From an optimization exercise on the open Yosys and OpenROAD flow, aimed at small area; shortcuts taken in it are not production practice.
The RTL was checked by simulation tests, not by an equivalence proof against the original design.
No activity file was given, so power comes from the tool's default toggle rates.

run 1:
## IPF
module IPF ( clk, reset, in_en, din, ipf_type, ipf_band_pos, ipf_wo_class, ipf_offset, lcu_x, lcu_y, lcu_size, busy, out_en, dout, dout_addr, finish);
Size: roughly 1400 cells after synthesis, roughly 68 I/O pins, about 23000 um2 of cells after synthesis.
==> flow/config.mk <==
export PLATFORM = sky130hd
export DESIGN_NAME = IPF
export DESIGN_NICKNAME = IPF
export VERILOG_FILES = /design/flow/design.v
export SDC_FILE = /design/flow/constraint.sdc
export NUM_CORES = 4
export LEC_CHECK = 0
export ABC_AREA = 1
export CAP_MARGIN = 20
export CORE_MARGIN = 2
export CORE_UTILIZATION = 70
export CTS_BUF_LIST = sky130_fd_sc_hd__clkbuf_4
export CTS_CLUSTER_DIAMETER = 30
export CTS_CLUSTER_SIZE = 10
export PLACE_DENSITY = 0.8
export SLEW_MARGIN = 20
==> flow/constraint.sdc <==
create_clock -name core_clock -period 10.0 [get_ports {clk}]
set_input_delay 2.0000 -clock core_clock [delete_from_list [all_inputs] [get_ports {clk}]]
set_output_delay 2.0000 -clock core_clock [all_outputs]
set_load 0.01 [all_outputs]
standard.sh (not shown) runs the stock make flow with config.mk's settings and CLKGATE_MAP_FILE= SYNTH_SCRIPT=/design/flow/synth_recipe.tcl, a recipe that flattens the netlist after the stock synthesis.
==> flow/flow/run.sh <==
#!/bin/bash
# Layout flow: the standard flow (standard.sh) with these changes:
#  - after the standard synthesis, its combinational logic is re-mapped by
#    ABC (flow/remap.tcl) with sixteen random seeds of &deepsyn, and the
#    smallest result is used; the flip-flops are left as they are and
#    checked to be identical, else the standard netlist is kept;
#  - the port buffers use the smallest buffer cell (buf_1);
#  - clock tree synthesis inserts no dummy loads.
# Each tool's output goes to a log file in this folder; ORFS also keeps its
# per-step logs under orfs/logs.
set -euo pipefail
export BUFFER_PORTS_ARGS="-buffer_cell sky130_fd_sc_hd__buf_1"
export CTS_ARGS="-sink_clustering_enable -repair_clock_nets -sink_clustering_size 10 -sink_clustering_max_diameter 30 -buf_list {sky130_fd_sc_hd__clkbuf_4} -dont_use_dummy_load"

bash standard.sh synth > synth.log 2>&1

res=orfs/results/$FLOW_PLATFORM/IPF/base
cp $res/1_2_yosys.v standard_synth.v

flops() { grep -oE '^ *sky130_fd_sc_hd__(df|ed|sd)[a-z0-9_]+ [^ ]+' "$1" | sort; }
nflops=$(flops standard_synth.v | wc -l)

# re-map with seeds 0..15, four at a time
for batch in "0 1 2 3" "4 5 6 7" "8 9 10 11" "12 13 14 15"; do
  for s in $batch; do
    ABC_SEED=$s IN_V=standard_synth.v OUT_V=remap_$s.v timeout 1200 yosys -c flow/remap.tcl > remap_$s.log 2>&1 &
  done
  wait || true
done

best=""; best_area=""
for s in $(seq 0 15); do
  [ -s remap_$s.v ] && [ -s remap_$s.v.stat ] || continue
  [ "$nflops" -gt 0 ] && cmp -s <(flops standard_synth.v) <(flops remap_$s.v) || continue
  area=$(grep "Chip area" remap_$s.v.stat | awk '{print $NF}')
  if [ -z "$best" ] || awk "BEGIN{exit !($area < $best_area)}"; then best=$s; best_area=$area; fi
done

if [ -n "$best" ]; then
  echo "re-mapped netlist of seed $best used (cell area $best_area); flip-flops identical: $nflops" > remap_check.log
  cp remap_$best.v $res/1_2_yosys.v
  touch $res/1_2_yosys.v
else
  echo "re-mapping failed or changed flip-flops; standard netlist kept" > remap_check.log
fi

bash standard.sh > flow.log 2>&1
Other scripts of this flow, unchanged in this note and not shown: flow/flow/remap.tcl
Run 1 | status: complete | timing, DRC, antenna: pass
## Diff of input files: run 2 against run 1
Settings: PLACE_DENSITY: 0.8 -> 0.65; CORE_UTILIZATION: 70 -> 60.
-- flow/flow/run.sh --
<<< run 1, line 3
#  - after the standard synthesis, its combinational logic is re-mapped by
#    ABC (flow/remap.tcl) with sixteen random seeds of &deepsyn, and the
#    smallest result is used; the flip-flops are left as they are and
>>> run 2, line 3
#  - after the standard synthesis, its combinational logic is re-mapped by
#    ABC (flow/remap.tcl) with a few random seeds of &deepsyn, and the
#    smallest result is used; the flip-flops are left as they are and
<<< run 1, line 22

# re-map with seeds 0..15, four at a time
for batch in "0 1 2 3" "4 5 6 7" "8 9 10 11" "12 13 14 15"; do
  for s in $batch; do
>>> run 2, line 22

# re-map with seeds 0..7, four at a time
for batch in "0 1 2 3" "4 5 6 7"; do
  for s in $batch; do
<<< run 1, line 31
best=""; best_area=""
for s in $(seq 0 15); do
  [ -s remap_$s.v ] && [ -s remap_$s.v.stat ] || continue
>>> run 2, line 31
best=""; best_area=""
for s in 0 1 2 3 4 5 6 7; do
  [ -s remap_$s.v ] && [ -s remap_$s.v.stat ] || continue
## What came out
- Total power: run 1 vs run 2 — no meaningful difference
- Switching share of total power was higher in the run labelled run 1.
- On design area: between run 1 and run 2, it ends up higher for run 2.
- Run 1 -> run 2: sequential group power flat
- Final critical-path share of the clock period sits lower in run 2 than in run 1.
For run 3, these inputs were changed with respect to run 2:
Settings: CORE_UTILIZATION changed from 60 to 70; GPL_TIMING_DRIVEN newly set to 0; PLACE_DENSITY changed from 0.65 to 0.8.
-- flow/flow/run.sh --
<<< run 2, line 12
export BUFFER_PORTS_ARGS="-buffer_cell sky130_fd_sc_hd__buf_1"
export CTS_ARGS="-sink_clustering_enable -repair_clock_nets -sink_clustering_size 10 -sink_clustering_max_diameter 30 -buf_list {sky130_fd_sc_hd__clkbuf_4} -dont_use_dummy_load"

>>> run 3, line 12
export BUFFER_PORTS_ARGS="-buffer_cell sky130_fd_sc_hd__buf_1"
export CTS_ARGS="-sink_clustering_enable -repair_clock_nets -sink_clustering_size 12 -sink_clustering_max_diameter 30 -buf_list {sky130_fd_sc_hd__clkbuf_4} -dont_use_dummy_load"

[summary]
On run 3: overall routing resource usage is 3.1 points higher than what run 2 gave. Against run 2, run 3 comes in 1800 um higher on wire length reported by the detailed router. Power: run 3 draws less than run 2. The sum of buffers and inverters on the critical path in run 3 sits 2 below the value recorded for run 2.
What run 4 does differently from run 3 at the input level:
-- flow/flow/run.sh --
<<< run 3, line 12
export BUFFER_PORTS_ARGS="-buffer_cell sky130_fd_sc_hd__buf_1"
export CTS_ARGS="-sink_clustering_enable -repair_clock_nets -sink_clustering_size 12 -sink_clustering_max_diameter 30 -buf_list {sky130_fd_sc_hd__clkbuf_4} -dont_use_dummy_load"

>>> run 4, line 12
export BUFFER_PORTS_ARGS="-buffer_cell sky130_fd_sc_hd__buf_1"
export CTS_ARGS="-sink_clustering_enable -repair_clock_nets -sink_clustering_size 10 -sink_clustering_max_diameter 30 -buf_list {sky130_fd_sc_hd__clkbuf_4} -dont_use_dummy_load"

Findings:
- From run 3 to run 4 the numbers moved as follows: total of clock buffers placed in the layout went up, routed via count divided by cell count went up, global-route usage went up.
- Between run 4 and run 3, it is run 4 whose end-of-flow core utilization is higher, by 0.26 points.
- Run 3 → run 4: worst endpoint data arrival time held steady; time the final worst path needs with I/O delays and setup shrank by 21 ps; smallest setup slack after layout grew by 21 ps; post-route cell area grew by about 0.33%.
- Status: highest attainable clock frequency parity (run 4, run 3)
- For the global-route wire length before repair, run 4 came in 1.1% higher than run 3 did.

## afterwards: timing with drivers on the ports
The flow's constraints put no driver on any port. The routed layouts listed below were extracted and timed again, unchanged, in two steps. Step 1 (the two cells are an assumption about what drives the block):
set clk [get_ports {clk}]
set_driving_cell -lib_cell sky130_fd_sc_hd__clkbuf_16 $clk
set_driving_cell -lib_cell sky130_fd_sc_hd__buf_2 [delete_from_list [all_inputs] $clk]
Step 2 also shifts input and output timing later by t, the mid clock arrival at the registers, as if the neighbouring blocks saw the same clock. Slacks: no drivers / after step 1 / after step 2; pairs: no drivers / after step 1.
| run | t, ns | setup WS [ns] | latest minus earliest clock arrival (ns) | worst data-port slew with drivers (ns) | pins driven straight from the clock port |
|---|---|---|---|---|---|
| run 1 | 0.806 | 0.793 / 0.779 / -0.027 | 0.095 / 0.095 | 0.07 | 1 |
| run 2 | 0.808 | 0.829 / 0.761 / -0.047 | 0.076 / 0.075 | 0.12 | 1 |
| run 3 | 0.744 | 0.497 / 0.488 / -0.257 | 0.105 / 0.105 | 0.08 | 1 |
| run 4 | 0.770 | 0.519 / 0.510 / -0.260 | 0.106 / 0.106 | 0.08 | 1 |
Met with ideal ports but missed after step 2: setup timing in every run listed. For run 2, which loses most, drivers alone change the setup slack by -0.068 ns; drivers and shift together by -0.876 ns.
